This is an optimization exercise on Yosys and OpenROAD, whose aim is a short achievable clock period and few clock cycles, not a production implementation.
Function was checked by simulation only, so behaviour that the tests miss may differ from the original.
Power figures rest on the tool's default switching activity, not on a simulated workload.

==> run a: inputs <==
## MultiCore
module MultiCore #(
    parameter CORE_COUNT = 3,
    parameter MEM_WIDTH = 12,
    parameter INS_WIDTH = 8,
    parameter MEM_ADDR = 11,
    parameter INS_ADDR = 8
)
(
    input clock,reset,start,
    input [MEM_WIDTH*CORE_COUNT-1:0] ProcessorDataIn,
    input [INS_WIDTH-1:0] InsMemOut,
    output [MEM_WIDTH*CORE_COUNT-1:0] ProcessorDataOut,
    output [INS_ADDR-1:0] InsAddr,
    output [MEM_ADDR-1:0] MemAddr,
    output DataMemoryWriteEnable, ready, done
);
Settings: LEC_CHECK=0, CAP_MARGIN=20, CORE_MARGIN=2, CORE_UTILIZATION=30, PLACE_DENSITY=0.45, SETUP_SLACK_MARGIN=5, SLEW_MARGIN=20; clock period 9.0 ns.
run.sh (not shown) runs the stock make flow with config.mk's settings and CLKGATE_MAP_FILE= SYNTH_SCRIPT=/design/flow/synth_recipe.tcl, a recipe that flattens the netlist after the stock synthesis.
==> inputs of run b, as changes to run a <==
--- a/flow/design.v
+++ b/flow/design.v
@@ -940,14 +940,14 @@
 function isA (input [7:0] o); isA = (o == CLAC) | (o == MV_AC_RP) | (o == MV_AC_RQ) | (o == MV_AC_RL); endfunction
 function isF (input [7:0] o); isF = (o == MUL) | (o == ADD) | (o == SUB) | (o == INCAC); endfunction
 function isL (input [7:0] o); isL = (o == LDIAC) | (o == LDAC); endfunction
 function isS (input [7:0] o); isS = (o == STR) | (o == STIR); endfunction
 function isCB(input [7:0] o); isCB = (o == JMPNZ) | (o == JMPZ); endfunction
 function isN (input [7:0] o); isN = ~(is2(o) | isW(o) | isA(o) | isF(o) | isL(o) | isS(o) | (o == ENDOP)); endfunction
-function slowL(input [7:0] o); slowL = (o == ADD) | (o == SUB) | (o == INCAC) | (o == LDAC) | (o == STR) | isCB(o); endfunction
-function slowM(input [7:0] o); slowM = slowL(o) | (o == MUL); endfunction
+function slowL(input [7:0] o); slowL = (o == ADD) | (o == SUB) | (o == LDAC) | (o == STR) | isCB(o); endfunction
+function slowM(input [7:0] o); slowM = slowL(o) | (o == INCAC) | (o == MUL); endfunction
 function wconf(input [7:0] a, input [7:0] b);
     case (a)
         MV_RL_AC: wconf = (b == MV_AC_RL) | (b == MV_RL_AC);
         MV_RP_AC: wconf = (b == MUL) | (b == MV_AC_RP) | (b == MV_RP_AC);
         MV_RQ_AC: wconf = (b == MUL) | (b == MV_AC_RQ) | (b == MV_RQ_AC);
         MV_RC_AC: wconf = (b == MUL) | (b == SUB) | (b == MV_RC_AC);
@@ -993,13 +993,14 @@
 reg [7:0] hA1, hA2, hA3, hA4, hB1, hB2, hB3, hB4;    
 reg hv1, hv2, hv3, hv4;
 reg [7:0] FP;         
 reg [7:0] FA1;        
 reg fv1;
 reg [7:0] PC;
-reg [7:0] P1, P2, P3, P4;     
+reg [7:0] P1, P2, P3, P4;
+reg [5:0] PCa, PCb;     
 reg [1:0] bht [0:15];
 reg [3:0] lcnt [0:15];    
 reg [3:0] ltrip [0:15];   
 reg [15:0] ltv;           
 reg [15:0] ptk;           
 reg G0v, G1v;
@@ -1018,35 +1019,40 @@
 reg [3:0] Xbpc;
 reg [7:0] XZ;                 
 wire [7:0] p1 = P1, p2 = P2, p3 = P3, p4 = P4, p5 = PC + 8'd5;
 wire [7:0] p6 = PC + 8'd6, p7 = PC + 8'd7, p8 = PC + 8'd8, p9 = PC + 8'd9;
 wire [5:0] i0 = PC[5:0], i1 = p1[5:0], i2 = p2[5:0], i3 = p3[5:0];
 wire [5:0] i4 = p4[5:0];
-wire [7:0] a_w0 = icd[i0], a_w1 = icd[i1], a_w2 = icd[i2], a_w3 = icd[i3], a_w4 = icd[i4];
+wire [5:0] ia = PCa ^ 6'h2a, ib = PCb ^ 6'h15;
+wire [7:0] a_w0 = icd[ib], a_w1 = icd[i1], a_w2 = icd[i2], a_w3 = icd[i3], a_w4 = icd[i4];
 wire v4 = icv[i4] & (ict[i4] == p4[7:6]);
-wire v0 = icv[i0] & (ict[i0] == PC[7:6]);
+wire v0 = icv[ia] & (ict[ia] == PC[7:6]);
 wire v1 = icv[i1] & (ict[i1] == p1[7:6]);
 wire v2 = icv[i2] & (ict[i2] == p2[7:6]);
 wire v3 = icv[i3] & (ict[i3] == p3[7:6]);
-wire a_l0 = icl[i0];
+wire a_l0 = icl[ia];
 wire bh1 = ptk[p1[3:0]], bh2 = ptk[p2[3:0]];    
-wire a_pair = icp[i0];                       
-wire a_tq = icq[i0], a_ts = ics[i0];           
-wire a_qd = icr[i0];                         
-wire f1 = df1[i0], f2 = df2[i0], f3 = df3[i0], f4 = df4[i0], f5 = df5[i0];
-wire b0 = db0[i0], b1 = db1[i0], b3 = db3[i0], bj = dbj[i0];
+wire a_pair = icp[ib];                       
+wire a_tq = icq[ib], a_ts = ics[ib];           
+wire a_qd = icr[ib];                         
+wire f1 = df1[ia], f2 = df2[ia], f3 = df3[ia], f4 = df4[ia], f5 = df5[ia];
+wire b0 = db0[ia], b1 = db1[ia], b3 = db3[ia], bj = dbj[ia];
 wire taken = bj | (b0 & ptk[PC[3:0]]) | (b1 & (a_l0 ? bh2 : bh1)) | (b3 & ptk[p3[3:0]]);
 wire a_pred0 = b0 & taken, a_pred1 = b1 & taken, a_pred3 = b3 & taken;
 wire a_issue = v0 & (v1 | f1) & (v2 | f1 | f2) & (v3 | ~(f4 | f5)) & (v4 | ~f5);
 wire [7:0] a_k1 = a_l0 ? a_w3 : a_w2;
 wire ngw1 = taken & b0, ngk1 = taken & b1, ngw4 = taken & b3;
 wire ngp1 = ~taken & f1, ngp2 = ~taken & f2, ngp3 = ~taken & f3, ngp4 = ~taken & f4, ngp5 = ~taken & f5;
 function [7:0] ngd(input [7:0] q1, input [7:0] q2, input [7:0] q3, input [7:0] q4,
                    input [7:0] q5, input [7:0] x1, input [7:0] x4, input [7:0] xk);
-    ngd = ({8{ngw1}} & x1) | ({8{ngp1}} & q1) | ({8{ngp2}} & q2) | ({8{ngp3}} & q3) |
-          ({8{ngp4}} & q4) | ({8{ngp5}} & q5) | ({8{ngw4}} & x4) | ({8{ngk1}} & xk);
+    reg [7:0] ft, tg;
+    begin
+        ft = ({8{f1}} & q1) | ({8{f2}} & q2) | ({8{f3}} & q3) | ({8{f4}} & q4) | ({8{f5}} & q5);
+        tg = ({8{b0}} & x1) | ({8{b1}} & xk) | ({8{b3}} & x4);
+        ngd = taken ? tg : ft;
+    end
 endfunction
 wire [7:0] ng  = ngd(p1, p2, p3, p4, p5, a_w1, a_w4, a_k1);
 wire [7:0] ng1 = ngd(p2, p3, p4, p5, p6, a_w1 + 8'd1, a_w4 + 8'd1, a_k1 + 8'd1);
 wire [7:0] ng2 = ngd(p3, p4, p5, p6, p7, a_w1 + 8'd2, a_w4 + 8'd2, a_k1 + 8'd2);
 wire [7:0] ng3 = ngd(p4, p5, p6, p7, p8, a_w1 + 8'd3, a_w4 + 8'd3, a_k1 + 8'd3);
 wire [7:0] ng4 = ngd(p5, p6, p7, p8, p9, a_w1 + 8'd4, a_w4 + 8'd4, a_k1 + 8'd4);
@@ -1120,29 +1126,31 @@
 wire a0A = X0A;
 reg macp;             
 wire hazard = run & G0v & ((LP & GslowL) | (macp & GslowM));
 wire ex = run & ~hazard;
 wire e0 = ex & G0v;
 wire e1 = ex & G1v;
-wire [11:0] AC0, RP0, RQ0, RL0, R0, RC0, AA0;
+wire [11:0] AC0, RP0, RQ0, RL0, R0, RC0, AA0, AI0;
 wire Zbase = zv & (AC0 == 12'd0);
 wire Zb = (XZ[0] & Zbase) | XZ[1] | (XZ[2] & (RP0 == 12'd0)) | (XZ[3] & (RQ0 == 12'd0)) |
           (XZ[4] & (RL0 == 12'd0)) | (XZ[5] & ((AA0 ^ R0) == {AA0[10:0] | R0[10:0], 1'b0})) |
           (XZ[6] & (AA0 == RC0)) | (XZ[7] & (AA0 == 12'hfff));
 wire bex = e0 & Xbr;
 wire bact = Xbnz ? ~Zb : Zb;
 wire bpred = Xbp;
 wire mis = bex & (bact != bpred);
 wire [7:0] balt = Xbp ? Xft : Xtgt;
 wire [3:0] bpc = Xbpc;
-wire [1:0] obht = bht[bpc];
-wire [3:0] ocnt = lcnt[bpc];
-wire [1:0] nbht = bact ? ((obht == 2'b11) ? 2'b11 : obht + 2'd1) : ((obht == 2'b00) ? 2'b00 : obht - 2'd1);
-wire [3:0] ncnt = bact ? ((ocnt == 4'hf) ? 4'hf : ocnt + 4'd1) : 4'd0;
-wire [3:0] ntrip = bact ? ltrip[bpc] : ocnt;
-wire ntv = bact ? (ltv[bpc] & (ocnt != 4'hf)) : (ocnt != 4'hf);
+reg ubex, ubact;
+reg [3:0] ubpc;
+wire [1:0] obht = bht[ubpc];
+wire [3:0] ocnt = lcnt[ubpc];
+wire [1:0] nbht = ubact ? ((obht == 2'b11) ? 2'b11 : obht + 2'd1) : ((obht == 2'b00) ? 2'b00 : obht - 2'd1);
+wire [3:0] ncnt = ubact ? ((ocnt == 4'hf) ? 4'hf : ocnt + 4'd1) : 4'd0;
+wire [3:0] ntrip = ubact ? ltrip[ubpc] : ocnt;
+wire ntv = ubact ? (ltv[ubpc] & (ocnt != 4'hf)) : (ocnt != 4'hf);
 wire endx = e0 & Xend;
 wire ldx = e0 & Xld;
 wire stx = run & G0v & Gst & ~hazard;
 reg WEq;
 wire we_next = run & ~endx & ~mis &
                (hazard ? (G0v & Gst) :
@@ -1152,18 +1160,18 @@
 integer bi;
 always @(posedge clock) begin
     if (reset) begin
         run <= 1'b0; rdy <= 1'b1; dn <= 1'b0; LP <= 1'b0; WEq <= 1'b0; zv <= 1'b0; macp <= 1'b0;
         icv <= 64'd0; icp <= 64'd0; icq <= 64'd0; ics <= 64'd0; icr <= 64'd0; hv4 <= 1'b0; hv1 <= 1'b0; hv2 <= 1'b0; hv3 <= 1'b0;
         uQv <= 1'b0; uPv <= 1'b0; uRv <= 1'b0; uTv <= 1'b0; uCv <= 1'b0; FP <= 8'd0; FA1 <= 8'd0; fv1 <= 1'b0; missq <= 1'b0; Mq <= 8'd0; FA2 <= 8'd0; fv2 <= 1'b0;
-        PC <= 8'd0; P1 <= 8'd1; P2 <= 8'd2; P3 <= 8'd3; P4 <= 8'd4;
+        PC <= 8'd0; PCa <= 6'h2a; PCb <= 6'h15; P1 <= 8'd1; P2 <= 8'd2; P3 <= 8'd3; P4 <= 8'd4;
         G0v <= 1'b0; G1v <= 1'b0; Dv <= 1'b0;
         GslowL <= 1'b0; GslowM <= 1'b0; Gmul <= 1'b0; Gst <= 1'b0; GsK <= 1'b0; GsAC <= 1'b0; GsRP <= 1'b0;
         GsRQ <= 1'b0; GsRL <= 1'b0; Gk <= 8'd0; 
         for (bi = 0; bi < 16; bi = bi + 1) begin bht[bi] <= 2'b10; lcnt[bi] <= 4'd0; ltrip[bi] <= 4'd0; end
-        ltv <= 16'd0; ptk <= 16'hffff;
+        ltv <= 16'd0; ptk <= 16'hffff; ubex <= 1'b0;
     end else begin
         if (fv1) begin
             icd[FA1[5:0]] <= InsMemOut; ict[FA1[5:0]] <= FA1[7:6]; icv[FA1[5:0]] <= 1'b1;
             icl[FA1[5:0]] <= is2(InsMemOut); icj[FA1[5:0]] <= (InsMemOut == JUMP); icc[FA1[5:0]] <= isCB(InsMemOut);
         end
         if (fresh) begin
@@ -1227,28 +1235,29 @@
         if (rdy & start) begin rdy <= 1'b0; run <= 1'b1; end
         if (endx) begin run <= 1'b0; dn <= 1'b1; end
         LP <= ldx;
         WEq <= we_next;
         macp <= e0 & Gmul;
         if (LP | (e0 & Xzv)) zv <= 1'b1;
-        if (bex) begin
-            bht[bpc] <= nbht;
-            lcnt[bpc] <= ncnt;
-            ltrip[bpc] <= ntrip;
-            ltv[bpc] <= ntv;
-            ptk[bpc] <= nbht[1] & ~(ntv & (ncnt == ntrip));
+        ubex <= bex; ubact <= bact; ubpc <= bpc;
+        if (ubex) begin
+            bht[ubpc] <= nbht;
+            lcnt[ubpc] <= ncnt;
+            ltrip[ubpc] <= ntrip;
+            ltv[ubpc] <= ntv;
+            ptk[ubpc] <= nbht[1] & ~(ntv & (ncnt == ntrip));
         end
         if (run) begin
             if (mis) begin
-                PC <= balt; P1 <= balt + 8'd1; P2 <= balt + 8'd2; P3 <= balt + 8'd3; P4 <= balt + 8'd4;
+                PC <= balt; PCa <= balt[5:0] ^ 6'h2a; PCb <= balt[5:0] ^ 6'h15; P1 <= balt + 8'd1; P2 <= balt + 8'd2; P3 <= balt + 8'd3; P4 <= balt + 8'd4;
                 G0v <= 1'b0; G1v <= 1'b0; Dv <= 1'b0;
             end else if (!hazard) begin
                 G0v <= Dv & ~endx;
                 G1v <= Dv & pair & ~pred0 & ~endx;
                 Dv <= a_issue & ~endx;
-                if (a_issue) begin PC <= ng; P1 <= ng1; P2 <= ng2; P3 <= ng3; P4 <= ng4; end
+                if (a_issue) begin PC <= ng; PCa <= ng[5:0] ^ 6'h2a; PCb <= ng[5:0] ^ 6'h15; P1 <= ng1; P2 <= ng2; P3 <= ng3; P4 <= ng4; end
             end
             if (!hazard) begin
                 Dw0 <= a_w0; Dw1 <= a_w1; Dw2 <= a_w2; Dw3 <= a_w3; Dw4 <= a_w4; DPC <= PC;
                 Dl0 <= a_l0; Dpair <= a_pair; Dtq <= a_tq; Dts <= a_ts; Dqd <= a_qd;
                 Dp0 <= a_pred0; Dp1 <= a_pred1; Dp3 <= a_pred3;
                 GslowL <= fslowL; GslowM <= fslowM; Gmul <= fmul; Gst <= fst;
@@ -1297,21 +1306,22 @@
         reg [11:0] AC, R, RL, RC, RP, RQ, R1;
         wire [11:0] DI = ProcessorDataIn[12*i +: 12];
         wire [11:0] macres;
         wire [11:0] ACc = ({12{LP}} & DI) | ({12{macp & ~LP}} & macres) | ({12{~LP & ~macp}} & AC);
         wire [11:0] src0 = ({12{X0S[2]}} & RP) | ({12{X0S[1]}} & RQ) | ({12{X0S[0]}} & RL);
         wire [11:0] aa = ({12{oAC}} & AC) | ({12{oRP}} & RP) | ({12{oRQ}} & RQ) | ({12{oRL}} & RL);
+        wire [11:0] ACm = LP ? DI : AC;
+        wire [11:0] ai = ({12{oAC}} & ACm) | ({12{oRP}} & RP) | ({12{oRQ}} & RQ) | ({12{oRL}} & RL);
         wire [11:0] sum, dif, inc;
         wire [11:0] t0n, t1n, t2n, t3n, tnn;
         reg [11:0] T0, T1, T2, T3, TN, TC;
-        wire [11:0] ACm = LP ? DI : AC;
         boothpp ms (.a(ACm), .b(R1), .q0(t0n), .q1(t1n), .q2(t2n), .q3(t3n), .qn(tnn));
         boothsum mm (.q0(T0), .q1(T1), .q2(T2), .q3(T3), .qn(TN), .c(TC), .p(macres));
         add12 aa_ (.a(aa), .b(R), .cin(1'b0), .s(sum));
         add12 as_ (.a(aa), .b(~RC), .cin(1'b1), .s(dif));
-        add12 ai_ (.a(aa), .b(12'd0), .cin(1'b1), .s(inc));
+        add12 ai_ (.a(ai), .b(12'd0), .cin(1'b1), .s(inc));
         wire [11:0] fres = ({12{XADD}} & sum) | ({12{XSUB}} & dif) | ({12{XINC}} & inc);
         wire incr = e0 & Gmul;
         wire [11:0] acn = ({12{e0 & aF}} & fres) | ({12{e0 & aRP}} & RP) | ({12{e0 & aRQ}} & RQ) |
                           ({12{e0 & aRL}} & RL) | ({12{~e0 | aN}} & ACc);
         function [11:0] wn(input [11:0] x, input s0, input f, input a, input inc1);
             wn = ({12{e0 & s0}} & src0) | ({12{e0 & f}} & fres) | ({12{e0 & a}} & ACc) |
@@ -1342,12 +1352,13 @@
 assign RP0 = lane[0].RP;
 assign RQ0 = lane[0].RQ;
 assign RL0 = lane[0].RL;
 assign R0 = lane[0].R;
 assign RC0 = lane[0].RC;
 assign AA0 = lane[0].aa;
+assign AI0 = lane[0].ai;
 assign MemAddr = ({11{GsK}} & {3'd0, Gk}) | ({11{GsAC}} & AC0[10:0]) | ({11{GsRP}} & RP0[10:0]) |
                  ({11{GsRQ}} & RQ0[10:0]) | ({11{GsRL}} & RL0[10:0]);
 assign DataMemoryWriteEnable = WEq;
 assign InsAddr = FP;
 assign ready = rdy;
 assign done = dn;
- CAP_MARGIN: 20 -> 40
- SLEW_MARGIN: 20 -> 40
==> run summary <==
In clock power, run a and run b hardly differ. In run a the register-to-register slack is lower than in run b, by 0.14 ns. Against run b, the via count of run a is higher by 1.1%. Of run a and run b, run a has the higher non-clock buffer count (gap 131). Of run b and run a, run b has the higher area after synthesis (gap about 0.35%, measured against run a). In sequential power, run b and run a hardly differ. Between run b and run a, the lower sequential share of layout area is in run a (gap 0.58 points).
Testbench counts of run a, summed over its fixed seeds: cycles 20,810.
Testbench counts of run b, summed over its fixed seeds: cycles 20,221.

## static timing again, ports no longer ideal
The results above use ideal ports. As a check the final layouts listed here were re-extracted and re-timed, cells and wires unchanged.
Step 1 sets driving cells, clkbuf_16 on the clock port and buf_2 on the other inputs (assumed; they add their load-dependent delay and slew).
Step 2 moves the port delays by t, midway between the first and last clock arrival at a register: inputs arrive t later, outputs are due t later. That takes back most of the time a late clock gives input paths.
Three values: ideal, step 1, step 2; two values: the first two.
run | shift t [ns] | setup WS [ns] | latest minus earliest clock arrival (ns) | pins driven straight from the clock port
run a | 1.160 | 4.151 / 4.151 / 3.804 | 0.166 / 0.166 | 1
run b | 1.126 | 4.290 / 4.290 / 3.901 | 0.075 / 0.076 | 1
After both steps every run listed still meets setup and hold. The setup slack of run b, which loses most, moves by 0.000 ns with the drivers and by -0.389 ns with both steps.
